This is an optimization exercise on Yosys and OpenROAD, whose aim is small area and a short achievable clock period, not a production implementation.
Only simulation tests tie the RTL to the original design; equivalence was not proved.

[design.v]
`timescale 1ns / 1ps
module binary_lif_neuron #(
    parameter POTENTIAL_WIDTH = 16,
    parameter FRACTION_BITS = 8
) (
    input wire clk,
    input wire reset,
    input wire I,
    input wire [FRACTION_BITS-1:0] lambda_val_scaled,
    input wire [POTENTIAL_WIDTH-1:0] theta_val_scaled,
    input wire [POTENTIAL_WIDTH-1:0] reset_val_scaled,
    output reg S
);
    reg [15:0] P;
    wire x1;
    wire w3;
    wire x5;
    wire w7;
    wire x9;
    wire w11;
    wire x13;
    wire w15;
    wire x17;
    wire w19;
    wire x21;
    wire w23;
    wire x25;
    wire w27;
    wire x29;
    wire w31;
    wire x33;
    wire w35;
    wire x37;
    wire w39;
    wire x41;
    wire w43;
    wire x45;
    wire w47;
    wire x49;
    wire w51;
    wire x53;
    wire w55;
    wire x57;
    wire w59;
    wire i61;
    wire w63;
    wire i65;
    wire w67;
    wire w69;
    wire i71;
    wire w73;
    wire w75;
    wire i77;
    wire w79;
    wire w81;
    wire i83;
    wire w85;
    wire w87;
    wire i89;
    wire w91;
    wire w93;
    wire i95;
    wire w97;
    wire w99;
    wire i101;
    wire w103;
    wire w105;
    wire w107;
    wire w109;
    wire w111;
    wire w113;
    wire w115;
    wire w117;
    wire w119;
    wire w121;
    wire w123;
    wire w125;
    wire w127;
    wire i129;
    wire w131;
    wire i133;
    wire w135;
    wire w137;
    wire w139;
    wire i141;
    wire w143;
    wire w145;
    wire w147;
    wire w149;
    wire w151;
    wire i153;
    wire w155;
    wire w157;
    wire x159;
    wire x161;
    wire x163;
    wire x165;
    wire x167;
    wire x169;
    wire x171;
    wire x173;
    wire x175;
    wire x177;
    wire x179;
    wire x181;
    wire x183;
    wire x185;
    wire x187;
    wire pp189;
    wire pp190;
    wire pp192;
    wire pp194;
    wire pp196;
    wire pp198;
    wire pp200;
    wire pp202;
    wire pp204;
    wire pp206;
    wire pp208;
    wire pp210;
    wire pp212;
    wire pp214;
    wire pp216;
    wire pp218;
    wire pp220;
    wire w221;
    wire x223;
    wire w225;
    wire pp227;
    wire pp228;
    wire pp229;
    wire pp231;
    wire pp233;
    wire pp235;
    wire pp237;
    wire pp239;
    wire pp241;
    wire pp243;
    wire pp245;
    wire pp247;
    wire pp249;
    wire pp251;
    wire pp253;
    wire pp255;
    wire pp257;
    wire pp259;
    wire pp260;
    wire pp261;
    wire pp262;
    wire pp264;
    wire pp266;
    wire pp268;
    wire pp270;
    wire pp272;
    wire pp274;
    wire pp276;
    wire pp278;
    wire pp280;
    wire pp282;
    wire pp284;
    wire pp286;
    wire pp288;
    wire pp290;
    wire pp292;
    wire pp293;
    wire pp294;
    wire pp295;
    wire pp297;
    wire pp299;
    wire pp301;
    wire pp303;
    wire pp305;
    wire pp307;
    wire pp309;
    wire pp311;
    wire pp313;
    wire pp315;
    wire pp317;
    wire pp319;
    wire pp321;
    wire pp323;
    wire pp325;
    wire pp326;
    wire x327;
    wire w329;
    wire s331;
    wire c332;
    wire s334;
    wire c335;
    wire s337;
    wire c338;
    wire s340;
    wire c341;
    wire s343;
    wire c344;
    wire s346;
    wire c347;
    wire s349;
    wire c350;
    wire s352;
    wire c353;
    wire s355;
    wire c356;
    wire s358;
    wire c359;
    wire s361;
    wire c362;
    wire x364;
    wire w366;
    wire x368;
    wire w370;
    wire x372;
    wire w374;
    wire s376;
    wire c377;
    wire s379;
    wire c380;
    wire i382;
    wire s384;
    wire c385;
    wire s387;
    wire c388;
    wire s390;
    wire c391;
    wire s393;
    wire c394;
    wire s396;
    wire c397;
    wire s399;
    wire c400;
    wire s402;
    wire c403;
    wire s405;
    wire c406;
    wire s408;
    wire c409;
    wire s411;
    wire c412;
    wire s414;
    wire c415;
    wire s417;
    wire c418;
    wire i420;
    wire s422;
    wire c423;
    wire i425;
    wire s427;
    wire c428;
    wire x430;
    wire w432;
    wire w434;
    wire w436;
    wire w438;
    wire w440;
    wire w442;
    wire w444;
    wire w446;
    wire w448;
    wire w450;
    wire w452;
    wire w454;
    wire w456;
    wire i458;
    wire w460;
    wire w462;
    wire w464;
    wire w466;
    wire w468;
    wire i470;
    wire w472;
    wire x474;
    wire w476;
    wire x478;
    wire w480;
    wire x482;
    wire w484;
    wire x486;
    wire w488;
    wire x490;
    wire w492;
    wire x494;
    wire w496;
    wire x498;
    wire w500;
    wire x502;
    wire w504;
    wire x506;
    wire w508;
    wire x510;
    wire w512;
    wire x514;
    wire w516;
    wire x518;
    wire w520;
    wire x522;
    wire w524;
    wire x526;
    wire w528;
    wire x530;
    wire w532;
    wire w534;
    wire i536;
    wire w538;
    wire w540;
    wire w542;
    wire w544;
    wire w546;
    wire w548;
    wire w550;
    wire w552;
    wire w554;
    wire w556;
    wire w558;
    wire w560;
    wire w562;
    wire w564;
    wire w566;
    wire i568;
    wire w570;
    wire w572;
    wire i574;
    wire w576;
    wire w578;
    wire w580;
    wire w582;
    wire i584;
    wire w586;
    wire w588;
    wire w590;
    wire w592;
    wire i594;
    wire w596;
    wire w598;
    wire w600;
    wire w602;
    wire w604;
    wire i606;
    wire w608;
    wire w610;
    wire w612;
    wire w614;
    wire w616;
    wire i618;
    wire w620;
    wire w622;
    wire w624;
    wire w626;
    wire w628;
    wire w630;
    wire i632;
    wire w634;
    wire w636;
    wire w638;
    wire w640;
    wire w642;
    wire w644;
    wire w646;
    wire w648;
    wire x650;
    wire x652;
    wire x654;
    wire x656;
    wire x658;
    wire x660;
    wire x662;
    wire x664;
    wire x666;
    wire x668;
    wire x670;
    wire x672;
    wire x674;
    wire x676;
    wire x678;
    wire x680;
    wire s682;
    wire c683;
    wire s685;
    wire c686;
    wire s688;
    wire c689;
    wire s691;
    wire c692;
    wire s694;
    wire c695;
    wire s697;
    wire c698;
    wire s700;
    wire c701;
    wire s703;
    wire c704;
    wire s706;
    wire c707;
    wire s709;
    wire c710;
    wire s712;
    wire c713;
    wire s715;
    wire c716;
    wire s718;
    wire c719;
    wire s721;
    wire c722;
    wire i724;
    wire s726;
    wire c727;
    wire x729;
    wire w731;
    wire i733;
    wire fg735;
    wire fp736;
    wire fg739;
    wire fp740;
    wire fg743;
    wire fp744;
    wire fg747;
    wire fp748;
    wire fg751;
    wire fp752;
    wire fg755;
    wire fp756;
    wire fg759;
    wire fp760;
    wire fg763;
    wire fp764;
    wire fg767;
    wire fp768;
    wire fg771;
    wire fp772;
    wire fg775;
    wire fp776;
    wire fg779;
    wire fp780;
    wire fg783;
    wire fp784;
    wire fg787;
    wire fp788;
    wire fg791;
    wire fp792;
    wire fg795;
    wire fp796;
    wire i799;
    wire i801;
    wire fz803;
    wire w805;
    wire w807;
    wire w809;
    wire w811;
    wire w813;
    wire w815;
    wire w817;
    wire w819;
    wire w821;
    wire w823;
    wire w825;
    wire w827;
    wire w829;
    wire w831;
    wire w833;
    wire w835;
    wire w837;
    wire w839;
    wire w841;
    wire w843;
    wire w845;
    wire w847;
    wire w849;
    wire w851;
    wire w853;
    wire w855;
    wire i857;
    wire i859;
    lif_xor2 u2 (.a(P[1]), .b(P[0]), .y(x1));
    lif_g0 u4 (.i0(P[1]), .i1(P[0]), .y(w3));
    lif_xor2 u6 (.a(P[2]), .b(P[1]), .y(x5));
    lif_g0 u8 (.i0(P[2]), .i1(P[1]), .y(w7));
    lif_xor2 u10 (.a(P[3]), .b(P[2]), .y(x9));
    lif_g0 u12 (.i0(P[3]), .i1(P[2]), .y(w11));
    lif_xor2 u14 (.a(P[4]), .b(P[3]), .y(x13));
    lif_g0 u16 (.i0(P[4]), .i1(P[3]), .y(w15));
    lif_xor2 u18 (.a(P[5]), .b(P[4]), .y(x17));
    lif_g0 u20 (.i0(P[5]), .i1(P[4]), .y(w19));
    lif_xor2 u22 (.a(P[6]), .b(P[5]), .y(x21));
    lif_g0 u24 (.i0(P[6]), .i1(P[5]), .y(w23));
    lif_xor2 u26 (.a(P[7]), .b(P[6]), .y(x25));
    lif_g0 u28 (.i0(P[7]), .i1(P[6]), .y(w27));
    lif_xor2 u30 (.a(P[8]), .b(P[7]), .y(x29));
    lif_g0 u32 (.i0(P[8]), .i1(P[7]), .y(w31));
    lif_xor2 u34 (.a(P[9]), .b(P[8]), .y(x33));
    lif_g0 u36 (.i0(P[9]), .i1(P[8]), .y(w35));
    lif_xor2 u38 (.a(P[10]), .b(P[9]), .y(x37));
    lif_g0 u40 (.i0(P[10]), .i1(P[9]), .y(w39));
    lif_xor2 u42 (.a(P[11]), .b(P[10]), .y(x41));
    lif_g0 u44 (.i0(P[11]), .i1(P[10]), .y(w43));
    lif_xor2 u46 (.a(P[12]), .b(P[11]), .y(x45));
    lif_g0 u48 (.i0(P[12]), .i1(P[11]), .y(w47));
    lif_xor2 u50 (.a(P[13]), .b(P[12]), .y(x49));
    lif_g0 u52 (.i0(P[13]), .i1(P[12]), .y(w51));
    lif_xor2 u54 (.a(P[14]), .b(P[13]), .y(x53));
    lif_g0 u56 (.i0(P[14]), .i1(P[13]), .y(w55));
    lif_xor2 u58 (.a(P[15]), .b(P[14]), .y(x57));
    lif_g0 u60 (.i0(P[15]), .i1(P[14]), .y(w59));
    lif_inv u62 (.a(w3), .y(i61));
    lif_g1 u64 (.i0(w7), .i1(x5), .i2(i61), .y(w63));
    lif_inv u66 (.a(w11), .y(i65));
    lif_g1 u68 (.i0(w15), .i1(x13), .i2(i65), .y(w67));
    lif_g0 u70 (.i0(x13), .i1(x9), .y(w69));
    lif_inv u72 (.a(w19), .y(i71));
    lif_g1 u74 (.i0(w23), .i1(x21), .i2(i71), .y(w73));
    lif_g0 u76 (.i0(x21), .i1(x17), .y(w75));
    lif_inv u78 (.a(w27), .y(i77));
    lif_g1 u80 (.i0(w31), .i1(x29), .i2(i77), .y(w79));
    lif_g0 u82 (.i0(x29), .i1(x25), .y(w81));
    lif_inv u84 (.a(w35), .y(i83));
    lif_g1 u86 (.i0(w39), .i1(x37), .i2(i83), .y(w85));
    lif_g0 u88 (.i0(x37), .i1(x33), .y(w87));
    lif_inv u90 (.a(w43), .y(i89));
    lif_g1 u92 (.i0(w47), .i1(x45), .i2(i89), .y(w91));
    lif_g0 u94 (.i0(x45), .i1(x41), .y(w93));
    lif_inv u96 (.a(w51), .y(i95));
    lif_g1 u98 (.i0(w55), .i1(x53), .i2(i95), .y(w97));
    lif_g0 u100 (.i0(x53), .i1(x49), .y(w99));
    lif_inv u102 (.a(w59), .y(i101));
    lif_g2 u104 (.i0(1'b0), .i1(P[15]), .i2(i101), .y(w103));
    lif_g0 u106 (.i0(P[15]), .i1(x57), .y(w105));
    lif_g3 u108 (.i0(w67), .i1(w69), .i2(w63), .y(w107));
    lif_g3 u110 (.i0(w79), .i1(w81), .i2(w73), .y(w109));
    lif_g4 u112 (.i0(w81), .i1(w75), .y(w111));
    lif_g3 u114 (.i0(w91), .i1(w93), .i2(w85), .y(w113));
    lif_g4 u116 (.i0(w93), .i1(w87), .y(w115));
    lif_g3 u118 (.i0(w103), .i1(w105), .i2(w97), .y(w117));
    lif_g4 u120 (.i0(w105), .i1(w99), .y(w119));
    lif_g2 u122 (.i0(w109), .i1(w111), .i2(w107), .y(w121));
    lif_g2 u124 (.i0(w117), .i1(w119), .i2(w113), .y(w123));
    lif_g0 u126 (.i0(w119), .i1(w115), .y(w125));
    lif_g3 u128 (.i0(w123), .i1(w125), .i2(w121), .y(w127));
    lif_inv u130 (.a(w121), .y(i129));
    lif_g2 u132 (.i0(w113), .i1(w115), .i2(i129), .y(w131));
    lif_inv u134 (.a(w107), .y(i133));
    lif_g3 u136 (.i0(w73), .i1(w75), .i2(i133), .y(w135));
    lif_g3 u138 (.i0(w85), .i1(w87), .i2(w121), .y(w137));
    lif_g3 u140 (.i0(w97), .i1(w99), .i2(w131), .y(w139));
    lif_inv u142 (.a(w63), .y(i141));
    lif_g1 u144 (.i0(w11), .i1(x9), .i2(i141), .y(w143));
    lif_g1 u146 (.i0(w19), .i1(x17), .i2(w107), .y(w145));
    lif_g1 u148 (.i0(w27), .i1(x25), .i2(w135), .y(w147));
    lif_g1 u150 (.i0(w35), .i1(x33), .i2(i129), .y(w149));
    lif_g1 u152 (.i0(w43), .i1(x41), .i2(w137), .y(w151));
    lif_inv u154 (.a(w131), .y(i153));
    lif_g1 u156 (.i0(w51), .i1(x49), .i2(i153), .y(w155));
    lif_g1 u158 (.i0(w59), .i1(x57), .i2(w139), .y(w157));
    lif_xnor2 u160 (.a(x5), .b(w3), .y(x159));
    lif_xnor2 u162 (.a(x9), .b(w63), .y(x161));
    lif_xnor2 u164 (.a(x13), .b(w143), .y(x163));
    lif_xor2 u166 (.a(x17), .b(w107), .y(x165));
    lif_xnor2 u168 (.a(x21), .b(w145), .y(x167));
    lif_xor2 u170 (.a(x25), .b(w135), .y(x169));
    lif_xnor2 u172 (.a(x29), .b(w147), .y(x171));
    lif_xnor2 u174 (.a(x33), .b(w121), .y(x173));
    lif_xnor2 u176 (.a(x37), .b(w149), .y(x175));
    lif_xor2 u178 (.a(x41), .b(w137), .y(x177));
    lif_xnor2 u180 (.a(x45), .b(w151), .y(x179));
    lif_xnor2 u182 (.a(x49), .b(w131), .y(x181));
    lif_xnor2 u184 (.a(x53), .b(w155), .y(x183));
    lif_xor2 u186 (.a(x57), .b(w139), .y(x185));
    lif_xnor2 u188 (.a(P[15]), .b(w157), .y(x187));
    wire [17:0] P3 = {w127, x187, x185, x183, x181, x179, x177, x175, x173, x171, x169, x167, x165, x163, x161, x159, x1, P[0]};
    wire [17:0] P1 = {2'b00, P};
    wire [17:0] P2 = {1'b0, P, 1'b0};
    wire s0_0 = ~lambda_val_scaled[0] & ~lambda_val_scaled[1];
    wire s1_0 =  lambda_val_scaled[0] & ~lambda_val_scaled[1];
    wire s2_0 = ~lambda_val_scaled[0] &  lambda_val_scaled[1];
    wire s3_0 =  lambda_val_scaled[0] &  lambda_val_scaled[1];
    assign pp189 = ~((P1[0] & s1_0) | (P3[0] & s3_0));
    lif_sel u191 (.a(P1[1]), .b(P2[1]), .c(P3[1]), .sa(s1_0), .sb(s2_0), .sc(s3_0), .yn(pp190));
    lif_sel u193 (.a(P1[2]), .b(P2[2]), .c(P3[2]), .sa(s1_0), .sb(s2_0), .sc(s3_0), .yn(pp192));
    lif_sel u195 (.a(P1[3]), .b(P2[3]), .c(P3[3]), .sa(s1_0), .sb(s2_0), .sc(s3_0), .yn(pp194));
    lif_sel u197 (.a(P1[4]), .b(P2[4]), .c(P3[4]), .sa(s1_0), .sb(s2_0), .sc(s3_0), .yn(pp196));
    lif_sel u199 (.a(P1[5]), .b(P2[5]), .c(P3[5]), .sa(s1_0), .sb(s2_0), .sc(s3_0), .yn(pp198));
    lif_sel u201 (.a(P1[6]), .b(P2[6]), .c(P3[6]), .sa(s1_0), .sb(s2_0), .sc(s3_0), .yn(pp200));
    lif_sel u203 (.a(P1[7]), .b(P2[7]), .c(P3[7]), .sa(s1_0), .sb(s2_0), .sc(s3_0), .yn(pp202));
    lif_sel u205 (.a(P1[8]), .b(P2[8]), .c(P3[8]), .sa(s1_0), .sb(s2_0), .sc(s3_0), .yn(pp204));
    lif_sel u207 (.a(P1[9]), .b(P2[9]), .c(P3[9]), .sa(s1_0), .sb(s2_0), .sc(s3_0), .yn(pp206));
    lif_sel u209 (.a(P1[10]), .b(P2[10]), .c(P3[10]), .sa(s1_0), .sb(s2_0), .sc(s3_0), .yn(pp208));
    lif_sel u211 (.a(P1[11]), .b(P2[11]), .c(P3[11]), .sa(s1_0), .sb(s2_0), .sc(s3_0), .yn(pp210));
    lif_sel u213 (.a(P1[12]), .b(P2[12]), .c(P3[12]), .sa(s1_0), .sb(s2_0), .sc(s3_0), .yn(pp212));
    lif_sel u215 (.a(P1[13]), .b(P2[13]), .c(P3[13]), .sa(s1_0), .sb(s2_0), .sc(s3_0), .yn(pp214));
    lif_sel u217 (.a(P1[14]), .b(P2[14]), .c(P3[14]), .sa(s1_0), .sb(s2_0), .sc(s3_0), .yn(pp216));
    lif_sel u219 (.a(P1[15]), .b(P2[15]), .c(P3[15]), .sa(s1_0), .sb(s2_0), .sc(s3_0), .yn(pp218));
    lif_g5 u222 (.i0(s2_0), .i1(P2[16]), .i2(s3_0), .i3(P3[16]), .y(w221));
    lif_xor2 u224 (.a(w221), .b(I), .y(x223));
    lif_g6 u226 (.i0(s3_0), .i1(P3[17]), .i2(w221), .i3(I), .y(w225));
    wire s0_1 = ~lambda_val_scaled[2] & ~lambda_val_scaled[3];
    wire s1_1 =  lambda_val_scaled[2] & ~lambda_val_scaled[3];
    wire s2_1 = ~lambda_val_scaled[2] &  lambda_val_scaled[3];
    wire s3_1 =  lambda_val_scaled[2] &  lambda_val_scaled[3];
    assign pp228 = ~((P1[0] & s1_1) | (P3[0] & s3_1));
    lif_sel u230 (.a(P1[1]), .b(P2[1]), .c(P3[1]), .sa(s1_1), .sb(s2_1), .sc(s3_1), .yn(pp229));
    lif_sel u232 (.a(P1[2]), .b(P2[2]), .c(P3[2]), .sa(s1_1), .sb(s2_1), .sc(s3_1), .yn(pp231));
    lif_sel u234 (.a(P1[3]), .b(P2[3]), .c(P3[3]), .sa(s1_1), .sb(s2_1), .sc(s3_1), .yn(pp233));
    lif_sel u236 (.a(P1[4]), .b(P2[4]), .c(P3[4]), .sa(s1_1), .sb(s2_1), .sc(s3_1), .yn(pp235));
    lif_sel u238 (.a(P1[5]), .b(P2[5]), .c(P3[5]), .sa(s1_1), .sb(s2_1), .sc(s3_1), .yn(pp237));
    lif_sel u240 (.a(P1[6]), .b(P2[6]), .c(P3[6]), .sa(s1_1), .sb(s2_1), .sc(s3_1), .yn(pp239));
    lif_sel u242 (.a(P1[7]), .b(P2[7]), .c(P3[7]), .sa(s1_1), .sb(s2_1), .sc(s3_1), .yn(pp241));
    lif_sel u244 (.a(P1[8]), .b(P2[8]), .c(P3[8]), .sa(s1_1), .sb(s2_1), .sc(s3_1), .yn(pp243));
    lif_sel u246 (.a(P1[9]), .b(P2[9]), .c(P3[9]), .sa(s1_1), .sb(s2_1), .sc(s3_1), .yn(pp245));
    lif_sel u248 (.a(P1[10]), .b(P2[10]), .c(P3[10]), .sa(s1_1), .sb(s2_1), .sc(s3_1), .yn(pp247));
    lif_sel u250 (.a(P1[11]), .b(P2[11]), .c(P3[11]), .sa(s1_1), .sb(s2_1), .sc(s3_1), .yn(pp249));
    lif_sel u252 (.a(P1[12]), .b(P2[12]), .c(P3[12]), .sa(s1_1), .sb(s2_1), .sc(s3_1), .yn(pp251));
    lif_sel u254 (.a(P1[13]), .b(P2[13]), .c(P3[13]), .sa(s1_1), .sb(s2_1), .sc(s3_1), .yn(pp253));
    lif_sel u256 (.a(P1[14]), .b(P2[14]), .c(P3[14]), .sa(s1_1), .sb(s2_1), .sc(s3_1), .yn(pp255));
    lif_sel u258 (.a(P1[15]), .b(P2[15]), .c(P3[15]), .sa(s1_1), .sb(s2_1), .sc(s3_1), .yn(pp257));
    assign pp259 = ~((P2[16] & s2_1) | (P3[16] & s3_1));
    assign pp260 = ~((P3[17] & s3_1));
    wire s0_2 = ~lambda_val_scaled[4] & ~lambda_val_scaled[5];
    wire s1_2 =  lambda_val_scaled[4] & ~lambda_val_scaled[5];
    wire s2_2 = ~lambda_val_scaled[4] &  lambda_val_scaled[5];
    wire s3_2 =  lambda_val_scaled[4] &  lambda_val_scaled[5];
    assign pp261 = ~((P1[0] & s1_2) | (P3[0] & s3_2));
    lif_sel u263 (.a(P1[1]), .b(P2[1]), .c(P3[1]), .sa(s1_2), .sb(s2_2), .sc(s3_2), .yn(pp262));
    lif_sel u265 (.a(P1[2]), .b(P2[2]), .c(P3[2]), .sa(s1_2), .sb(s2_2), .sc(s3_2), .yn(pp264));
    lif_sel u267 (.a(P1[3]), .b(P2[3]), .c(P3[3]), .sa(s1_2), .sb(s2_2), .sc(s3_2), .yn(pp266));
    lif_sel u269 (.a(P1[4]), .b(P2[4]), .c(P3[4]), .sa(s1_2), .sb(s2_2), .sc(s3_2), .yn(pp268));
    lif_sel u271 (.a(P1[5]), .b(P2[5]), .c(P3[5]), .sa(s1_2), .sb(s2_2), .sc(s3_2), .yn(pp270));
    lif_sel u273 (.a(P1[6]), .b(P2[6]), .c(P3[6]), .sa(s1_2), .sb(s2_2), .sc(s3_2), .yn(pp272));
    lif_sel u275 (.a(P1[7]), .b(P2[7]), .c(P3[7]), .sa(s1_2), .sb(s2_2), .sc(s3_2), .yn(pp274));
    lif_sel u277 (.a(P1[8]), .b(P2[8]), .c(P3[8]), .sa(s1_2), .sb(s2_2), .sc(s3_2), .yn(pp276));
    lif_sel u279 (.a(P1[9]), .b(P2[9]), .c(P3[9]), .sa(s1_2), .sb(s2_2), .sc(s3_2), .yn(pp278));
    lif_sel u281 (.a(P1[10]), .b(P2[10]), .c(P3[10]), .sa(s1_2), .sb(s2_2), .sc(s3_2), .yn(pp280));
    lif_sel u283 (.a(P1[11]), .b(P2[11]), .c(P3[11]), .sa(s1_2), .sb(s2_2), .sc(s3_2), .yn(pp282));
    lif_sel u285 (.a(P1[12]), .b(P2[12]), .c(P3[12]), .sa(s1_2), .sb(s2_2), .sc(s3_2), .yn(pp284));
    lif_sel u287 (.a(P1[13]), .b(P2[13]), .c(P3[13]), .sa(s1_2), .sb(s2_2), .sc(s3_2), .yn(pp286));
    lif_sel u289 (.a(P1[14]), .b(P2[14]), .c(P3[14]), .sa(s1_2), .sb(s2_2), .sc(s3_2), .yn(pp288));
    lif_sel u291 (.a(P1[15]), .b(P2[15]), .c(P3[15]), .sa(s1_2), .sb(s2_2), .sc(s3_2), .yn(pp290));
    assign pp292 = ~((P2[16] & s2_2) | (P3[16] & s3_2));
    assign pp293 = ~((P3[17] & s3_2));
    wire s0_3 = ~lambda_val_scaled[6] & ~lambda_val_scaled[7];
    wire s1_3 =  lambda_val_scaled[6] & ~lambda_val_scaled[7];
    wire s2_3 = ~lambda_val_scaled[6] &  lambda_val_scaled[7];
    wire s3_3 =  lambda_val_scaled[6] &  lambda_val_scaled[7];
    assign pp294 = ~((P1[0] & s1_3) | (P3[0] & s3_3));
    lif_sel u296 (.a(P1[1]), .b(P2[1]), .c(P3[1]), .sa(s1_3), .sb(s2_3), .sc(s3_3), .yn(pp295));
    lif_sel u298 (.a(P1[2]), .b(P2[2]), .c(P3[2]), .sa(s1_3), .sb(s2_3), .sc(s3_3), .yn(pp297));
    lif_sel u300 (.a(P1[3]), .b(P2[3]), .c(P3[3]), .sa(s1_3), .sb(s2_3), .sc(s3_3), .yn(pp299));
    lif_sel u302 (.a(P1[4]), .b(P2[4]), .c(P3[4]), .sa(s1_3), .sb(s2_3), .sc(s3_3), .yn(pp301));
    lif_sel u304 (.a(P1[5]), .b(P2[5]), .c(P3[5]), .sa(s1_3), .sb(s2_3), .sc(s3_3), .yn(pp303));
    lif_sel u306 (.a(P1[6]), .b(P2[6]), .c(P3[6]), .sa(s1_3), .sb(s2_3), .sc(s3_3), .yn(pp305));
    lif_sel u308 (.a(P1[7]), .b(P2[7]), .c(P3[7]), .sa(s1_3), .sb(s2_3), .sc(s3_3), .yn(pp307));
    lif_sel u310 (.a(P1[8]), .b(P2[8]), .c(P3[8]), .sa(s1_3), .sb(s2_3), .sc(s3_3), .yn(pp309));
    lif_sel u312 (.a(P1[9]), .b(P2[9]), .c(P3[9]), .sa(s1_3), .sb(s2_3), .sc(s3_3), .yn(pp311));
    lif_sel u314 (.a(P1[10]), .b(P2[10]), .c(P3[10]), .sa(s1_3), .sb(s2_3), .sc(s3_3), .yn(pp313));
    lif_sel u316 (.a(P1[11]), .b(P2[11]), .c(P3[11]), .sa(s1_3), .sb(s2_3), .sc(s3_3), .yn(pp315));
    lif_sel u318 (.a(P1[12]), .b(P2[12]), .c(P3[12]), .sa(s1_3), .sb(s2_3), .sc(s3_3), .yn(pp317));
    lif_sel u320 (.a(P1[13]), .b(P2[13]), .c(P3[13]), .sa(s1_3), .sb(s2_3), .sc(s3_3), .yn(pp319));
    lif_sel u322 (.a(P1[14]), .b(P2[14]), .c(P3[14]), .sa(s1_3), .sb(s2_3), .sc(s3_3), .yn(pp321));
    lif_sel u324 (.a(P1[15]), .b(P2[15]), .c(P3[15]), .sa(s1_3), .sb(s2_3), .sc(s3_3), .yn(pp323));
    assign pp325 = ~((P2[16] & s2_3) | (P3[16] & s3_3));
    assign pp326 = ~((P3[17] & s3_3));
    lif_xnor2 u328 (.a(pp200), .b(pp235), .y(x327));
    lif_g4 u330 (.i0(pp200), .i1(pp235), .y(w329));
    lif_fa u333 (.a(pp202), .b(pp237), .c(pp266), .s(s331), .co(c332));
    lif_fa u336 (.a(pp204), .b(pp239), .c(pp268), .s(s334), .co(c335));
    lif_fa u339 (.a(pp206), .b(pp241), .c(pp270), .s(s337), .co(c338));
    lif_fa u342 (.a(pp208), .b(pp243), .c(pp272), .s(s340), .co(c341));
    lif_fa u345 (.a(pp210), .b(pp245), .c(pp274), .s(s343), .co(c344));
    lif_fa u348 (.a(pp212), .b(pp247), .c(pp276), .s(s346), .co(c347));
    lif_fa u351 (.a(pp214), .b(pp249), .c(pp278), .s(s349), .co(c350));
    lif_fa u354 (.a(pp216), .b(pp251), .c(pp280), .s(s352), .co(c353));
    lif_fa u357 (.a(pp218), .b(pp253), .c(pp282), .s(s355), .co(c356));
    lif_fa u360 (.a(pp255), .b(pp284), .c(pp313), .s(s358), .co(c359));
    lif_fa u363 (.a(pp257), .b(pp286), .c(pp315), .s(s361), .co(c362));
    lif_xnor2 u365 (.a(pp259), .b(pp288), .y(x364));
    lif_g4 u367 (.i0(pp259), .i1(pp288), .y(w366));
    lif_xnor2 u369 (.a(pp260), .b(pp290), .y(x368));
    lif_g4 u371 (.i0(pp260), .i1(pp290), .y(w370));
    lif_xnor2 u373 (.a(pp196), .b(pp231), .y(x372));
    lif_g4 u375 (.i0(pp196), .i1(pp231), .y(w374));
    lif_fa u378 (.a(pp198), .b(pp233), .c(pp262), .s(s376), .co(c377));
    lif_fa u381 (.a(pp264), .b(pp294), .c(x327), .s(s379), .co(c380));
    lif_inv u383 (.a(w329), .y(i382));
    lif_fa u386 (.a(pp295), .b(i382), .c(s331), .s(s384), .co(c385));
    lif_fa u389 (.a(pp297), .b(c332), .c(s334), .s(s387), .co(c388));
    lif_fa u392 (.a(pp299), .b(c335), .c(s337), .s(s390), .co(c391));
    lif_fa u395 (.a(pp301), .b(c338), .c(s340), .s(s393), .co(c394));
    lif_fa u398 (.a(pp303), .b(c341), .c(s343), .s(s396), .co(c397));
    lif_fa u401 (.a(pp305), .b(c344), .c(s346), .s(s399), .co(c400));
    lif_fa u404 (.a(pp307), .b(c347), .c(s349), .s(s402), .co(c403));
    lif_fa u407 (.a(pp309), .b(c350), .c(s352), .s(s405), .co(c406));
    lif_fa u410 (.a(pp311), .b(c353), .c(s355), .s(s408), .co(c409));
    lif_fa u413 (.a(x223), .b(c356), .c(s358), .s(s411), .co(c412));
    lif_fa u416 (.a(w225), .b(c359), .c(s361), .s(s414), .co(c415));
    lif_fa u419 (.a(pp317), .b(x364), .c(c362), .s(s417), .co(c418));
    lif_inv u421 (.a(w366), .y(i420));
    lif_fa u424 (.a(pp319), .b(i420), .c(x368), .s(s422), .co(c423));
    lif_inv u426 (.a(w370), .y(i425));
    lif_fa u429 (.a(pp292), .b(pp321), .c(i425), .s(s427), .co(c428));
    lif_xnor2 u431 (.a(pp293), .b(pp323), .y(x430));
    lif_g4 u433 (.i0(pp293), .i1(pp323), .y(w432));
    lif_g4 u435 (.i0(pp192), .i1(pp228), .y(w434));
    lif_g4 u437 (.i0(pp194), .i1(pp229), .y(w436));
    lif_g7 u439 (.i0(pp194), .i1(pp229), .y(w438));
    lif_g4 u441 (.i0(pp261), .i1(x372), .y(w440));
    lif_g7 u443 (.i0(pp261), .i1(x372), .y(w442));
    lif_g8 u445 (.i0(s376), .i1(w374), .y(w444));
    lif_g9 u447 (.i0(s376), .i1(w374), .y(w446));
    lif_g4 u449 (.i0(s379), .i1(c377), .y(w448));
    lif_g7 u451 (.i0(s379), .i1(c377), .y(w450));
    lif_g4 u453 (.i0(s384), .i1(c380), .y(w452));
    lif_g7 u455 (.i0(s384), .i1(c380), .y(w454));
    lif_g2 u457 (.i0(w436), .i1(w438), .i2(w434), .y(w456));
    lif_inv u459 (.a(w440), .y(i458));
    lif_g3 u461 (.i0(w444), .i1(w446), .i2(i458), .y(w460));
    lif_g8 u463 (.i0(w446), .i1(w442), .y(w462));
    lif_g2 u465 (.i0(w452), .i1(w454), .i2(w448), .y(w464));
    lif_g0 u467 (.i0(w454), .i1(w450), .y(w466));
    lif_g10 u469 (.i0(w460), .i1(w462), .i2(w456), .y(w468));
    lif_inv u471 (.a(w468), .y(i470));
    lif_g3 u473 (.i0(w464), .i1(w466), .i2(i470), .y(w472));
    lif_xor2 u475 (.a(s387), .b(c385), .y(x474));
    lif_g4 u477 (.i0(s387), .i1(c385), .y(w476));
    lif_xor2 u479 (.a(s390), .b(c388), .y(x478));
    lif_g4 u481 (.i0(s390), .i1(c388), .y(w480));
    lif_xor2 u483 (.a(s393), .b(c391), .y(x482));
    lif_g4 u485 (.i0(s393), .i1(c391), .y(w484));
    lif_xor2 u487 (.a(s396), .b(c394), .y(x486));
    lif_g4 u489 (.i0(s396), .i1(c394), .y(w488));
    lif_xor2 u491 (.a(s399), .b(c397), .y(x490));
    lif_g4 u493 (.i0(s399), .i1(c397), .y(w492));
    lif_xor2 u495 (.a(s402), .b(c400), .y(x494));
    lif_g4 u497 (.i0(s402), .i1(c400), .y(w496));
    lif_xor2 u499 (.a(s405), .b(c403), .y(x498));
    lif_g4 u501 (.i0(s405), .i1(c403), .y(w500));
    lif_xor2 u503 (.a(s408), .b(c406), .y(x502));
    lif_g4 u505 (.i0(s408), .i1(c406), .y(w504));
    lif_xor2 u507 (.a(s411), .b(c409), .y(x506));
    lif_g4 u509 (.i0(s411), .i1(c409), .y(w508));
    lif_xor2 u511 (.a(s414), .b(c412), .y(x510));
    lif_g4 u513 (.i0(s414), .i1(c412), .y(w512));
    lif_xor2 u515 (.a(s417), .b(c415), .y(x514));
    lif_g4 u517 (.i0(s417), .i1(c415), .y(w516));
    lif_xor2 u519 (.a(s422), .b(c418), .y(x518));
    lif_g4 u521 (.i0(s422), .i1(c418), .y(w520));
    lif_xor2 u523 (.a(s427), .b(c423), .y(x522));
    lif_g4 u525 (.i0(s427), .i1(c423), .y(w524));
    lif_xor2 u527 (.a(x430), .b(c428), .y(x526));
    lif_g4 u529 (.i0(x430), .i1(c428), .y(w528));
    lif_xnor2 u531 (.a(pp325), .b(w432), .y(x530));
    lif_g8 u533 (.i0(pp325), .i1(w432), .y(w532));
    lif_g2 u535 (.i0(w476), .i1(x474), .i2(w472), .y(w534));
    lif_inv u537 (.a(w534), .y(i536));
    lif_g2 u539 (.i0(w480), .i1(x478), .i2(i536), .y(w538));
    lif_g2 u541 (.i0(w488), .i1(x486), .i2(w484), .y(w540));
    lif_g0 u543 (.i0(x486), .i1(x482), .y(w542));
    lif_g2 u545 (.i0(w496), .i1(x494), .i2(w492), .y(w544));
    lif_g0 u547 (.i0(x494), .i1(x490), .y(w546));
    lif_g2 u549 (.i0(w504), .i1(x502), .i2(w500), .y(w548));
    lif_g0 u551 (.i0(x502), .i1(x498), .y(w550));
    lif_g2 u553 (.i0(w512), .i1(x510), .i2(w508), .y(w552));
    lif_g0 u555 (.i0(x510), .i1(x506), .y(w554));
    lif_g2 u557 (.i0(w520), .i1(x518), .i2(w516), .y(w556));
    lif_g0 u559 (.i0(x518), .i1(x514), .y(w558));
    lif_g2 u561 (.i0(w528), .i1(x526), .i2(w524), .y(w560));
    lif_g0 u563 (.i0(x526), .i1(x522), .y(w562));
    lif_g10 u565 (.i0(1'b0), .i1(pp326), .i2(w532), .y(w564));
    lif_g8 u567 (.i0(pp326), .i1(x530), .y(w566));
    lif_inv u569 (.a(w538), .y(i568));
    lif_g2 u571 (.i0(w484), .i1(x482), .i2(i568), .y(w570));
    lif_g3 u573 (.i0(w540), .i1(w542), .i2(w538), .y(w572));
    lif_inv u575 (.a(w544), .y(i574));
    lif_g2 u577 (.i0(w500), .i1(x498), .i2(i574), .y(w576));
    lif_g11 u579 (.i0(x498), .i1(w546), .y(w578));
    lif_g3 u581 (.i0(w548), .i1(w550), .i2(w544), .y(w580));
    lif_g4 u583 (.i0(w550), .i1(w546), .y(w582));
    lif_inv u585 (.a(w552), .y(i584));
    lif_g2 u587 (.i0(w516), .i1(x514), .i2(i584), .y(w586));
    lif_g11 u589 (.i0(x514), .i1(w554), .y(w588));
    lif_g3 u591 (.i0(w556), .i1(w558), .i2(w552), .y(w590));
    lif_g4 u593 (.i0(w558), .i1(w554), .y(w592));
    lif_inv u595 (.a(w560), .y(i594));
    lif_g1 u597 (.i0(w532), .i1(x530), .i2(i594), .y(w596));
    lif_g11 u599 (.i0(x530), .i1(w562), .y(w598));
    lif_g10 u601 (.i0(w564), .i1(w566), .i2(w560), .y(w600));
    lif_g4 u603 (.i0(w566), .i1(w562), .y(w602));
    lif_g2 u605 (.i0(w492), .i1(x490), .i2(w572), .y(w604));
    lif_inv u607 (.a(w572), .y(i606));
    lif_g3 u609 (.i0(w544), .i1(w546), .i2(i606), .y(w608));
    lif_g3 u611 (.i0(w576), .i1(w578), .i2(i606), .y(w610));
    lif_g2 u613 (.i0(w580), .i1(w582), .i2(w572), .y(w612));
    lif_g2 u615 (.i0(w524), .i1(x522), .i2(w590), .y(w614));
    lif_g0 u617 (.i0(x522), .i1(w592), .y(w616));
    lif_inv u619 (.a(w590), .y(i618));
    lif_g3 u621 (.i0(w560), .i1(w562), .i2(i618), .y(w620));
    lif_g8 u623 (.i0(w562), .i1(w592), .y(w622));
    lif_g3 u625 (.i0(w596), .i1(w598), .i2(i618), .y(w624));
    lif_g8 u627 (.i0(w598), .i1(w592), .y(w626));
    lif_g2 u629 (.i0(w600), .i1(w602), .i2(w590), .y(w628));
    lif_g0 u631 (.i0(w602), .i1(w592), .y(w630));
    lif_inv u633 (.a(w612), .y(i632));
    lif_g2 u635 (.i0(w508), .i1(x506), .i2(i632), .y(w634));
    lif_g3 u637 (.i0(w552), .i1(w554), .i2(w612), .y(w636));
    lif_g3 u639 (.i0(w586), .i1(w588), .i2(w612), .y(w638));
    lif_g2 u641 (.i0(w590), .i1(w592), .i2(i632), .y(w640));
    lif_g3 u643 (.i0(w614), .i1(w616), .i2(w612), .y(w642));
    lif_g10 u645 (.i0(w620), .i1(w622), .i2(w612), .y(w644));
    lif_g10 u647 (.i0(w624), .i1(w626), .i2(w612), .y(w646));
    lif_g3 u649 (.i0(w628), .i1(w630), .i2(w612), .y(w648));
    lif_xor2 u651 (.a(x474), .b(w472), .y(x650));
    lif_xnor2 u653 (.a(x478), .b(w534), .y(x652));
    lif_xnor2 u655 (.a(x482), .b(w538), .y(x654));
    lif_xnor2 u657 (.a(x486), .b(w570), .y(x656));
    lif_xor2 u659 (.a(x490), .b(w572), .y(x658));
    lif_xnor2 u661 (.a(x494), .b(w604), .y(x660));
    lif_xor2 u663 (.a(x498), .b(w608), .y(x662));
    lif_xor2 u665 (.a(x502), .b(w610), .y(x664));
    lif_xnor2 u667 (.a(x506), .b(w612), .y(x666));
    lif_xnor2 u669 (.a(x510), .b(w634), .y(x668));
    lif_xor2 u671 (.a(x514), .b(w636), .y(x670));
    lif_xor2 u673 (.a(x518), .b(w638), .y(x672));
    lif_xnor2 u675 (.a(x522), .b(w640), .y(x674));
    lif_xor2 u677 (.a(x526), .b(w642), .y(x676));
    lif_xor2 u679 (.a(x530), .b(w644), .y(x678));
    lif_xnor2 u681 (.a(pp326), .b(w646), .y(x680));
    wire [15:0] Pc = {x680, x678, x676, x674, x672, x670, x668, x666, x664, x662, x660, x658, x656, x654, x652, x650};
    lif_fa u684 (.a(s387), .b(c385), .c(theta_val_scaled[0]), .s(s682), .co(c683));
    lif_fa u687 (.a(s390), .b(c388), .c(theta_val_scaled[1]), .s(s685), .co(c686));
    lif_fa u690 (.a(s393), .b(c391), .c(theta_val_scaled[2]), .s(s688), .co(c689));
    lif_fa u693 (.a(s396), .b(c394), .c(theta_val_scaled[3]), .s(s691), .co(c692));
    lif_fa u696 (.a(s399), .b(c397), .c(theta_val_scaled[4]), .s(s694), .co(c695));
    lif_fa u699 (.a(s402), .b(c400), .c(theta_val_scaled[5]), .s(s697), .co(c698));
    lif_fa u702 (.a(s405), .b(c403), .c(theta_val_scaled[6]), .s(s700), .co(c701));
    lif_fa u705 (.a(s408), .b(c406), .c(theta_val_scaled[7]), .s(s703), .co(c704));
    lif_fa u708 (.a(s411), .b(c409), .c(theta_val_scaled[8]), .s(s706), .co(c707));
    lif_fa u711 (.a(s414), .b(c412), .c(theta_val_scaled[9]), .s(s709), .co(c710));
    lif_fa u714 (.a(s417), .b(c415), .c(theta_val_scaled[10]), .s(s712), .co(c713));
    lif_fa u717 (.a(s422), .b(c418), .c(theta_val_scaled[11]), .s(s715), .co(c716));
    lif_fa u720 (.a(s427), .b(c423), .c(theta_val_scaled[12]), .s(s718), .co(c719));
    lif_fa u723 (.a(x430), .b(c428), .c(theta_val_scaled[13]), .s(s721), .co(c722));
    lif_inv u725 (.a(w432), .y(i724));
    lif_fa u728 (.a(pp325), .b(i724), .c(theta_val_scaled[14]), .s(s726), .co(c727));
    lif_xnor2 u730 (.a(pp326), .b(theta_val_scaled[15]), .y(x729));
    lif_g4 u732 (.i0(pp326), .i1(theta_val_scaled[15]), .y(w731));
    lif_inv u734 (.a(w472), .y(i733));
    lif_nor2 u737 (.a(s682), .b(i733), .y(fg735));
    lif_nand2 u738 (.a(s682), .b(i733), .y(fp736));
    lif_nor2 u741 (.a(s685), .b(c683), .y(fg739));
    lif_nand2 u742 (.a(s685), .b(c683), .y(fp740));
    lif_nor2 u745 (.a(s688), .b(c686), .y(fg743));
    lif_nand2 u746 (.a(s688), .b(c686), .y(fp744));
    lif_nor2 u749 (.a(s691), .b(c689), .y(fg747));
    lif_nand2 u750 (.a(s691), .b(c689), .y(fp748));
    lif_nor2 u753 (.a(s694), .b(c692), .y(fg751));
    lif_nand2 u754 (.a(s694), .b(c692), .y(fp752));
    lif_nor2 u757 (.a(s697), .b(c695), .y(fg755));
    lif_nand2 u758 (.a(s697), .b(c695), .y(fp756));
    lif_nor2 u761 (.a(s700), .b(c698), .y(fg759));
    lif_nand2 u762 (.a(s700), .b(c698), .y(fp760));
    lif_nor2 u765 (.a(s703), .b(c701), .y(fg763));
    lif_nand2 u766 (.a(s703), .b(c701), .y(fp764));
    lif_nor2 u769 (.a(s706), .b(c704), .y(fg767));
    lif_nand2 u770 (.a(s706), .b(c704), .y(fp768));
    lif_nor2 u773 (.a(s709), .b(c707), .y(fg771));
    lif_nand2 u774 (.a(s709), .b(c707), .y(fp772));
    lif_nor2 u777 (.a(s712), .b(c710), .y(fg775));
    lif_nand2 u778 (.a(s712), .b(c710), .y(fp776));
    lif_nor2 u781 (.a(s715), .b(c713), .y(fg779));
    lif_nand2 u782 (.a(s715), .b(c713), .y(fp780));
    lif_nor2 u785 (.a(s718), .b(c716), .y(fg783));
    lif_nand2 u786 (.a(s718), .b(c716), .y(fp784));
    lif_nor2 u789 (.a(s721), .b(c719), .y(fg787));
    lif_nand2 u790 (.a(s721), .b(c719), .y(fp788));
    lif_nor2 u793 (.a(s726), .b(c722), .y(fg791));
    lif_nand2 u794 (.a(s726), .b(c722), .y(fp792));
    lif_nor2 u797 (.a(x729), .b(c727), .y(fg795));
    lif_nand2 u798 (.a(x729), .b(c727), .y(fp796));
    lif_inv u800 (.a(fg735), .y(i799));
    lif_inv u802 (.a(fp736), .y(i801));
    lif_nand2 u804 (.a(i799), .b(i801), .y(fz803));
    lif_g2 u806 (.i0(fg739), .i1(fp740), .i2(fz803), .y(w805));
    lif_g2 u808 (.i0(fg747), .i1(fp748), .i2(fg743), .y(w807));
    lif_g0 u810 (.i0(fp748), .i1(fp744), .y(w809));
    lif_g2 u812 (.i0(fg755), .i1(fp756), .i2(fg751), .y(w811));
    lif_g0 u814 (.i0(fp756), .i1(fp752), .y(w813));
    lif_g2 u816 (.i0(fg763), .i1(fp764), .i2(fg759), .y(w815));
    lif_g0 u818 (.i0(fp764), .i1(fp760), .y(w817));
    lif_g2 u820 (.i0(fg771), .i1(fp772), .i2(fg767), .y(w819));
    lif_g0 u822 (.i0(fp772), .i1(fp768), .y(w821));
    lif_g2 u824 (.i0(fg779), .i1(fp780), .i2(fg775), .y(w823));
    lif_g0 u826 (.i0(fp780), .i1(fp776), .y(w825));
    lif_g2 u828 (.i0(fg787), .i1(fp788), .i2(fg783), .y(w827));
    lif_g0 u830 (.i0(fp788), .i1(fp784), .y(w829));
    lif_g2 u832 (.i0(fg795), .i1(fp796), .i2(fg791), .y(w831));
    lif_g0 u834 (.i0(fp796), .i1(fp792), .y(w833));
    lif_g3 u836 (.i0(w807), .i1(w809), .i2(w805), .y(w835));
    lif_g3 u838 (.i0(w815), .i1(w817), .i2(w811), .y(w837));
    lif_g4 u840 (.i0(w817), .i1(w813), .y(w839));
    lif_g3 u842 (.i0(w823), .i1(w825), .i2(w819), .y(w841));
    lif_g4 u844 (.i0(w825), .i1(w821), .y(w843));
    lif_g3 u846 (.i0(w831), .i1(w833), .i2(w827), .y(w845));
    lif_g4 u848 (.i0(w833), .i1(w829), .y(w847));
    lif_g2 u850 (.i0(w837), .i1(w839), .i2(w835), .y(w849));
    lif_g2 u852 (.i0(w845), .i1(w847), .i2(w841), .y(w851));
    lif_g0 u854 (.i0(w847), .i1(w843), .y(w853));
    lif_g3 u856 (.i0(w851), .i1(w853), .i2(w849), .y(w855));
    lif_inv u858 (.a(w855), .y(i857));
    lif_inv u860 (.a(w731), .y(i859));
    wire spike = ~(i857 & i859);
    wire [15:0] Pn;
    wire spike_n = i857 & i859;
    lif_ao22 u861 (.a(spike), .b(reset_val_scaled[0]), .c(spike_n), .d(Pc[0]), .y(Pn[0]));
    lif_ao22 u862 (.a(spike), .b(reset_val_scaled[1]), .c(spike_n), .d(Pc[1]), .y(Pn[1]));
    lif_ao22 u863 (.a(spike), .b(reset_val_scaled[2]), .c(spike_n), .d(Pc[2]), .y(Pn[2]));
    lif_ao22 u864 (.a(spike), .b(reset_val_scaled[3]), .c(spike_n), .d(Pc[3]), .y(Pn[3]));
    lif_ao22 u865 (.a(spike), .b(reset_val_scaled[4]), .c(spike_n), .d(Pc[4]), .y(Pn[4]));
    lif_ao22 u866 (.a(spike), .b(reset_val_scaled[5]), .c(spike_n), .d(Pc[5]), .y(Pn[5]));
    lif_ao22 u867 (.a(spike), .b(reset_val_scaled[6]), .c(spike_n), .d(Pc[6]), .y(Pn[6]));
    lif_ao22 u868 (.a(spike), .b(reset_val_scaled[7]), .c(spike_n), .d(Pc[7]), .y(Pn[7]));
    lif_ao22 u869 (.a(spike), .b(reset_val_scaled[8]), .c(spike_n), .d(Pc[8]), .y(Pn[8]));
    lif_ao22 u870 (.a(spike), .b(reset_val_scaled[9]), .c(spike_n), .d(Pc[9]), .y(Pn[9]));
    lif_ao22 u871 (.a(spike), .b(reset_val_scaled[10]), .c(spike_n), .d(Pc[10]), .y(Pn[10]));
    lif_ao22 u872 (.a(spike), .b(reset_val_scaled[11]), .c(spike_n), .d(Pc[11]), .y(Pn[11]));
    lif_ao22 u873 (.a(spike), .b(reset_val_scaled[12]), .c(spike_n), .d(Pc[12]), .y(Pn[12]));
    lif_ao22 u874 (.a(spike), .b(reset_val_scaled[13]), .c(spike_n), .d(Pc[13]), .y(Pn[13]));
    lif_ao22 u875 (.a(spike), .b(reset_val_scaled[14]), .c(spike_n), .d(Pc[14]), .y(Pn[14]));
    lif_ao22 u876 (.a(spike), .b(reset_val_scaled[15]), .c(spike_n), .d(Pc[15]), .y(Pn[15]));
    wire [15:0] PNEXT = Pn;
    always @(posedge clk or posedge reset) begin
        if (reset) begin
            P <= 16'd0;
            S <= 1'b0;
        end else begin
            S <= spike;
            P <= PNEXT;
        end
    end
endmodule
module lif_ao22 (input wire a, input wire b, input wire c, input wire d, output wire y);
    assign y = (a & b) | (c & d);
endmodule
module lif_fa (input wire a, input wire b, input wire c, output wire s, output wire co);
    assign s = a ^ b ^ c;
    assign co = (a & b) | (a & c) | (b & c);
endmodule
module lif_ha (input wire a, input wire b, output wire s, output wire co);
    assign s = a ^ b;
    assign co = a & b;
endmodule
module lif_inv (input wire a, output wire y);
    assign y = ~a;
endmodule
module lif_aoi21 (input wire a, input wire b, input wire c, output wire y);
    assign y = ~(a | (b & c));
endmodule
module lif_oai21 (input wire a, input wire b, input wire c, output wire y);
    assign y = ~(a & (b | c));
endmodule
module lif_nand2 (input wire a, input wire b, output wire y);
    assign y = ~(a & b);
endmodule
module lif_nor2 (input wire a, input wire b, output wire y);
    assign y = ~(a | b);
endmodule
module lif_and2 (input wire a, input wire b, output wire y);
    assign y = a & b;
endmodule
module lif_or2 (input wire a, input wire b, output wire y);
    assign y = a | b;
endmodule
module lif_xor2 (input wire a, input wire b, output wire y);
    assign y = a ^ b;
endmodule
module lif_xnor2 (input wire a, input wire b, output wire y);
    assign y = ~(a ^ b);
endmodule
module lif_geq (input wire a, input wire b, output wire g, output wire p);
    assign g = a & ~b;
    assign p = a | ~b;
endmodule
module lif_sel (input wire a, input wire b, input wire c, input wire sa, input wire sb,
                input wire sc, output wire yn);
    assign yn = ~((a & sa) | (b & sb) | (c & sc));
endmodule
module lif_g0 (input wire i0, input wire i1, output wire y);
    assign y = ~((i0 & i1));
endmodule
module lif_g1 (input wire i0, input wire i1, input wire i2, output wire y);
    assign y = ~(((~i0) | (i1 & i2)));
endmodule
module lif_g2 (input wire i0, input wire i1, input wire i2, output wire y);
    assign y = ~((i0 | (i1 & i2)));
endmodule
module lif_g3 (input wire i0, input wire i1, input wire i2, output wire y);
    assign y = ((~i0) | ((~i1) & (~i2)));
endmodule
module lif_g4 (input wire i0, input wire i1, output wire y);
    assign y = ((~i0) & (~i1));
endmodule
module lif_g5 (input wire i0, input wire i1, input wire i2, input wire i3, output wire y);
    assign y = ~(((i0 & i1) | (i2 & i3)));
endmodule
module lif_g6 (input wire i0, input wire i1, input wire i2, input wire i3, output wire y);
    assign y = ~(((i0 & i1) | ((~i2) & i3)));
endmodule
module lif_g7 (input wire i0, input wire i1, output wire y);
    assign y = ((~i0) | (~i1));
endmodule
module lif_g8 (input wire i0, input wire i1, output wire y);
    assign y = ~(((~i0) & i1));
endmodule
module lif_g9 (input wire i0, input wire i1, output wire y);
    assign y = ~(((~i0) | i1));
endmodule
module lif_g10 (input wire i0, input wire i1, input wire i2, output wire y);
    assign y = (i0 | ((~i1) & (~i2)));
endmodule
module lif_g11 (input wire i0, input wire i1, output wire y);
    assign y = ~((i0 & (~i1)));
endmodule
[flow/run.sh]
#!/bin/bash
# Own layout flow: the standard flow (standard.sh) with three changes:
#  * port buffers are buf_1 (the resizer still upsizes them where timing needs it),
#  * after the standard synthesis, every combinational cell is set to its smallest drive
#    strength, so that the resizer grows only the cells whose timing needs it,
#  * repair_timing aims at the setup slack margin in config.mk as usual.
# Each step's full output goes to a log file in the folder this runs in.
set -euo pipefail
export BUFFER_PORTS_ARGS="-buffer_cell sky130_fd_sc_hd__buf_1"
bash standard.sh synth > run_synth.log 2>&1
R=orfs/results/${FLOW_PLATFORM}/binary_lif_neuron/base
cp $R/1_2_yosys.v run_synth_netlist_orig.v
sed -E -i 's/\b(sky130_fd_sc_hd__(a21oi|a21o|a21boi|a21bo|o21ai|o21a|o21bai|o21ba|mux2|mux2i|nand2|nand2b|nor2|nor2b|and2|and2b|or2|or2b|xor2|xnor2|inv|buf|clkbuf|a222oi|a22oi|a22o|nand3|nor3|and3|or3|a211oi|o211ai|a31oi|o31ai))_[0-9]+\b/\1_1/g' $R/1_2_yosys.v
touch $R/1_2_yosys.v
bash standard.sh > run_layout.log 2>&1
[standard.sh]
#!/bin/bash
# synth_recipe.tcl (not shown) runs the flow's synth.tcl, then flattens the netlist and writes it again
# the make line also repeats each setting of config.mk as NAME=value (left out here)
make -C /OpenROAD-flow-scripts/flow DESIGN_CONFIG=/design/flow/config.mk WORK_HOME=/design/flow/orfs CLKGATE_MAP_FILE= SYNTH_SCRIPT=/design/flow/synth_recipe.tcl "${@:-finish}"
[config.mk]
export PLATFORM = sky130hd
export DESIGN_NAME = binary_lif_neuron
export DESIGN_NICKNAME = binary_lif_neuron
export VERILOG_FILES = /design/flow/design.v
export SDC_FILE = /design/flow/constraint.sdc
export NUM_CORES = 4
export LEC_CHECK = 0
export CAP_MARGIN = 20
export CORE_MARGIN = 2
export CORE_UTILIZATION = 40
export SETUP_SLACK_MARGIN = 2.8
export SLEW_MARGIN = 20
export SYNTH_HIERARCHICAL = 1
[constraint.sdc]
create_clock -name core_clock -period 9.0 [get_ports {clk}]
set_input_delay 1.8000 -clock core_clock [delete_from_list [all_inputs] [get_ports {clk}]]
set_output_delay 1.8000 -clock core_clock [all_outputs]
set_load 0.01 [all_outputs]
==> results.sh, run 1 <==
export IMPL_slew_headroom_pct=29.8
export IMPL_cts_sinks=17
export IMPL_crit_path_max_fanout=18
export IMPL_path_buf_inv=4
export IMPL_drv_cap=0
export IMPL_insertion_delay_ns=0.24
export IMPL_rsz0062_at_grt="false"
export IMPL_fin_crit_ns=5.94
export IMPL_clk_path_buf_depth=2
export IMPL_path_common_cell="fa_1"
export IMPL_drive_gt1_share_pct=2.97
export IMPL_drt_wl_total_um=11200
export IMPL_critical_path_required_ns=9.13
export IMPL_hold_class="reg -> reg"
export IMPL_cts_hold_buf=0
export IMPL_hpwl_um=8810
export IMPL_dieArea_um2=10200
export IMPL_yosysWarnings=7
export IMPL_dp_cells=611
export IMPL_ant_nets=0
export IMPL_grt_antenna_before_repair=0
export IMPL_syn_inst=457
export IMPL_place_area_um2=4080
export IMPL_fp_row_count=35
export IMPL_fin_nets=591
export IMPL_numCtsBuffers=3
export IMPL_synth_area_um2=3770
export IMPL_ctsRootBufferMaster="clkbuf_8"
export IMPL_start_kind="primary input"
export IMPL_syn_avg_cell_area_um2=8.26
export IMPL_layout_common_cells="nand2_1 (69), a222oi_1 (59), nor2_1 (49)"
export IMPL_clkSlewWorstSetupHoldPaths_ns=0.06
export IMPL_tightest_slew_ns=1.05
export IMPL_first_global_vias=3639
export IMPL_clock_skew_ns=0.000819
export IMPL_coreArea_um2=9200
export IMPL_gp_routability_congestion=0.966
export IMPL_grt_max_degree=19
export IMPL_htreeDepth=1
export IMPL_end_kind="register"
export IMPL_gr_total_overflow=0
export IMPL_n_antenna_cell=0
export IMPL_vias_per_cell=6.20
export IMPL_layout_commonest_cell="nand2_1"
export IMPL_final_util_pct=45.4
export IMPL_report_final_hold_viol_count=0
export IMPL_drt_iter0_markers=821
export IMPL_fin_setup_tns_ns=0
export IMPL_cpLargestDelayFamily="adder cells"
export IMPL_timing_final_crit_share_pct=66.0
export IMPL_fin_cells=616
export IMPL_die_h_um=101
export IMPL_fmax_mhz=168
export IMPL_critPathArrivalTime_ns=6.07
export IMPL_first_pass_iters=13
export IMPL_setup_viol=0
export IMPL_vias=3820
export IMPL_portBuffers=43
export IMPL_finalMaxSlewViolations=0
export IMPL_drc_errors=0
export IMPL_area_delta_synth_final_pct=10.5
export IMPL_grt_pass1_wl_um=18400
export IMPL_gr_usage_all_layers_pct=22.3
export IMPL_synthesis_nets=542
export IMPL_ios=44
export IMPL_die_w_um=101
export IMPL_wl_per_cell_um=18.1
export IMPL_cts_tree="done"
export IMPL_fill_cells=948
export IMPL_cpPeakStageDelay_ns=0.86
export IMPL_run_status="complete, no violations"
export IMPL_initial_core_util_pct=41.0
export IMPL_critical_path_class="in -> reg"
export IMPL_path_cells="buf_1 -> nor2b_1 -> a222oi_1 -> fa_1 -> fa_1 -> fa_1 -> nor2_1 -> a21oi_1 -> o21ai_1 -> a21oi_1 -> o21ai_1 -> inv_1 -> nand2_4 -> clkinvlp_4 -> buf_4 -> a22o_1"
export IMPL_cp_slowest_cell="nor2b_1"
export IMPL_final_cell_area_um2=4170
per-stage QoR:
step | setup slack [ns] | hold WS, ns
floorplan | 3.38 | 1.11
global placement | 2.15 | 1.38
detailed placement | 2.08 | 1.37
CTS | 2.89 | 1.39
global route | 2.79 | 1.56
finish | 3.06 | 1.40
worst reg2reg max path, cell delays in order, from the launching register on:
cell	delay (ns)
dfrtp_2	0.51
xor2_1	0.20
a21boi_1	0.30
o21ai_1	0.21
a21oi_2	0.32
inv_1	0.10
a21oi_1	0.25
o21ai_1	0.15
xor2_1	0.39
a222oi_1	0.19
fa_1	0.65
fa_1	0.53
fa_1	0.60
nand2_1	0.07
a21oi_1	0.14
o21ai_1	0.08
a21oi_1	0.25
o21ai_1	0.12
inv_1	0.10
nand2_4	0.14
clkinvlp_4	0.11
buf_4	0.19
a22o_1	0.16
area by class of cell:
| type | instances | area (µm²) | share of cell area, % |
|---|---|---|---|
| inverters | 34 | 131 | 3.15 |
| flip-flops and latches | 17 | 428 | 10.3 |
| repair buffers | 44 | 169 | 4.05 |
| multi-input cells | 406 | 3260 | 78.1 |
| clock buffers | 4 | 45.0 | 1.08 |
| well taps | 111 | 139 | 3.33 |
flip-flops by register name, summed over array words and instances (netlist names):
register / flops
S: 1
P: 16
routing by layer:
| metal | GRT usage (%) | vias up | share of wire, % |
|---|---|---|---|
| met1 | 33.9 | 1813 | 45 |
| li1 | - | 1790 | - |
| met4 | 4.05 | 0 | 0.92 |
| met2 | 34.4 | 207 | 45 |
| met3 | 2.90 | 10 | 9.0 |
| met5 | 0 | - | 0 |
path summary, 6_finish.rpt:
check	startpoint	end	slack, ns	depth (start not counted)
min in group asynchronous	reset	S	1.60	2
setup / recovery	lambda_val_scaled[6]	P[15]	3.06	16
setup reg to reg	P[2]	P[15]	3.15	22
hold reg to reg	P[0]	P[0]	1.40	8
max in group asynchronous	reset	P[1]	6.98	2
hold / removal	P[0]	P[0]	1.40	8
what timing repair did:
item	CTS	global route
buffers inserted	0	1
resized for setup	7	7
endpoints found under the setup margin	16	16
pin swaps	0	1
==> inputs of run 2 (changes only) <==
--- a/config.mk
+++ b/config.mk
@@ -8,6 +8,6 @@
 export CAP_MARGIN = 20
 export CORE_MARGIN = 2
 export CORE_UTILIZATION = 40
-export SETUP_SLACK_MARGIN = 2.8
+export SETUP_SLACK_MARGIN = 3.2
 export SLEW_MARGIN = 20
 export SYNTH_HIERARCHICAL = 1
==> run 2 against run 1 <==
  * Routed wire length grew 0.56%
  * Clock-buffer cell count unchanged
  * Cell count grew 1.1%
  * Area after synthesis did not move
  * Non-clock buffer count grew 7
  * Sequential cell count did not move
  * Largest cell class unchanged
==> results.sh, run 2 <==
export IMPL_cpPeakStageDelay_ns=0.55
export IMPL_setup_viol=0
export IMPL_hpwl_um=8810
export IMPL_path_buf_inv=5
export IMPL_first_global_vias=3640
export IMPL_clock_skew_ns=0.00217
export IMPL_finalMaxSlewViolations=0
export IMPL_grt_antenna_before_repair=0
export IMPL_gr_usage_all_layers_pct=22.6
export IMPL_drive_gt1_share_pct=7.42
export IMPL_fin_crit_ns=5.57
export IMPL_clkSlewWorstSetupHoldPaths_ns=0.06
export IMPL_syn_inst=457
export IMPL_fin_nets=598
export IMPL_area_delta_synth_final_pct=13.5
export IMPL_insertion_delay_ns=0.24
export IMPL_top_register="P"
export IMPL_fmax_mhz=180
export IMPL_cts_tree="done"
export IMPL_drt_iter0_markers=721
export IMPL_run_status="complete, no violations"
export IMPL_drv_cap=0
export IMPL_portBuffers=43
export IMPL_start_kind="primary input"
export IMPL_gr_total_overflow=0
export IMPL_drc_errors=0
export IMPL_initial_core_util_pct=41.0
export IMPL_gp_routability_congestion=0.966
export IMPL_htreeDepth=1
export IMPL_coreArea_um2=9200
export IMPL_drt_wl_total_um=11200
export IMPL_n_antenna_cell=0
export IMPL_path_common_cell="fa_1"
export IMPL_vias_per_cell=6.19
export IMPL_cts_sinks=17
export IMPL_grt_pass1_wl_um=18500
export IMPL_rsz0062_at_grt="false"
export IMPL_tightest_slew_ns=0.609
export IMPL_layout_common_cells="nand2_1 (69), a222oi_1 (59), nor2_1 (49)"
export IMPL_critical_path_required_ns=9.13
export IMPL_dieArea_um2=10200
export IMPL_cpLargestDelayFamily="adder cells"
export IMPL_ctsRootBufferMaster="clkbuf_8"
export IMPL_critPathArrivalTime_ns=5.70
export IMPL_vias=3855
export IMPL_largest_register_ffs=16
export IMPL_numCtsBuffers=3
export IMPL_crit_path_max_fanout=16
export IMPL_fp_row_count=35
export IMPL_end_kind="register"
export IMPL_whs_ns=1.35
export IMPL_synth_area_um2=3770
export IMPL_grt_max_degree=19
export IMPL_critical_path_class="in -> reg"
export IMPL_ios=44
export IMPL_ant_nets=0
export IMPL_fin_setup_tns_ns=0
export IMPL_timing_final_crit_share_pct=61.9
export IMPL_die_h_um=101
export IMPL_yosysWarnings=7
export IMPL_first_pass_iters=14
export IMPL_syn_avg_cell_area_um2=8.26
export IMPL_report_final_hold_viol_count=0
export IMPL_cts_hold_buf=0
export IMPL_hold_class="reg -> reg"
export IMPL_synthesis_nets=542
export IMPL_path_cells="buf_1 -> nor2b_4 -> a222oi_1 -> fa_1 -> fa_1 -> fa_1 -> nor2_1 -> inv_1 -> nand2_1 -> a21oi_1 -> o21ai_1 -> a21oi_1 -> o21ai_1 -> inv_1 -> nand2_4 -> clkinvlp_4 -> buf_4 -> a22o_1"
export IMPL_die_w_um=101
export IMPL_reg_largest_list="P: 16 flops, S: 1 flops"
export IMPL_slew_headroom_pct=59.3
export IMPL_clk_path_buf_depth=2
export IMPL_wl_per_cell_um=18.0
export IMPL_cp_slowest_cell="fa_1"
export IMPL_layout_commonest_cell="nand2_1"
## run 2: cell count changes in the layout (fill, tap and decap cells not counted), moves of 2 or more
cell / before / now
buf_4: 1 / 8
and2_4: 0 / 3
o21ai_2: 0 / 3
and2_1: 3 / 1
and2b_1: 3 / 1
o21ai_1: 25 / 22
a21oi_1: 30 / 28
dfrtp_2: 2 / 7
a21oi_2: 1 / 3
nor2b_2: 3 / 1
nor2b_4: 1 / 4
and2b_4: 0 / 2
dfrtp_1: 15 / 10
## run 2: final timing paths
kind,startpoint,end,slack (ns),cells past startpoint
max in group asynchronous,reset,P[8],6.97,2
hold / removal,P[0],P[0],1.35,8
hold reg to reg,P[0],P[0],1.35,8
min in group asynchronous,reset,S,1.60,2
setup / recovery,lambda_val_scaled[2],P[15],3.43,18
setup reg to reg,P[1],P[15],3.55,23
## run 2: timing repair
action	4_1_cts	5_1_grt
pin swaps	1	7
setup endpoints to repair	17	16
buffers inserted	2	6
gates resized for setup	21	17
## run 2: routing by layer
metal | track usage [%] | wire length, µm | part of all wire [%] | up-vias
li1 | - | - | - | 1804
met1 | 34.4 | 5000 | 45 | 1831
met2 | 34.7 | 5120 | 46 | 206
met3 | 2.76 | 954 | 8.5 | 14
met4 | 4.16 | 138 | 1.2 | 0
met5 | 0 | 0 | 0 | -
## run 2: cell type report
| cell class | instances | area [µm²] |
|---|---|---|
| inverter | 34 | 131 |
| clock buffer | 4 | 45.0 |
| tap | 111 | 139 |
| sequential | 17 | 434 |
| fill | 957 | 4910 |
| timing repair buffer | 51 | 221 |
| multi-input combinational | 406 | 3310 |
## run 2: worst register-to-register path, cell delays in order, from the launching register on
cell,delay [ns]
dfrtp_2,0.50
xor2_1,0.30
a21boi_2,0.13
o21ai_2,0.26
inv_1,0.07
o21ai_1,0.20
a21boi_1,0.10
xnor2_1,0.46
a222oi_1,0.22
fa_1,0.59
fa_1,0.49
fa_1,0.53
nor2_1,0.10
inv_1,0.04
nand2_1,0.05
a21oi_1,0.07
o21ai_1,0.21
a21oi_1,0.15
o21ai_1,0.15
inv_1,0.08
nand2_4,0.14
clkinvlp_4,0.10
buf_4,0.19
a22o_1,0.22
## run 2: metrics by stage
step	cell area (µm²)	std cells	util [%]	setup slack (ns)
after floorplan	3770	457	-	3.38
after global placement	4080	611	44.3	2.15
after detailed placement	4080	611	44.3	2.08
after CTS	4200	617	45.6	3.23
after global routing	4280	623	46.6	3.22
final	4280	623	46.6	3.43

port drivers added, routing unchanged:
No port has a modelled driver above. Below, the same layouts with a new extraction and two added sets of constraints. Step 1, drivers: a clkbuf_16 drives clk and a buf_2 each remaining input, both assumed. Step 2 also shifts input and output timing later by t, the mid clock arrival at the registers, as if the neighbouring blocks saw the same clock. Three values: ideal, step 1, step 2; two values: the first two.
run | t (ns) | setup slack, ns | worst hold slack (ns)
run 1 | 0.266 | 3.063 / 3.062 / 2.797 | 1.400 / 1.400 / 1.400
run 2 | 0.266 | 3.430 / 3.431 / 3.165 | 1.347 / 1.347 / 1.347
After both steps every run listed still meets setup and hold. The setup slack of run 1, which loses most, moves by -0.001 ns with the drivers and by -0.266 ns with both steps.
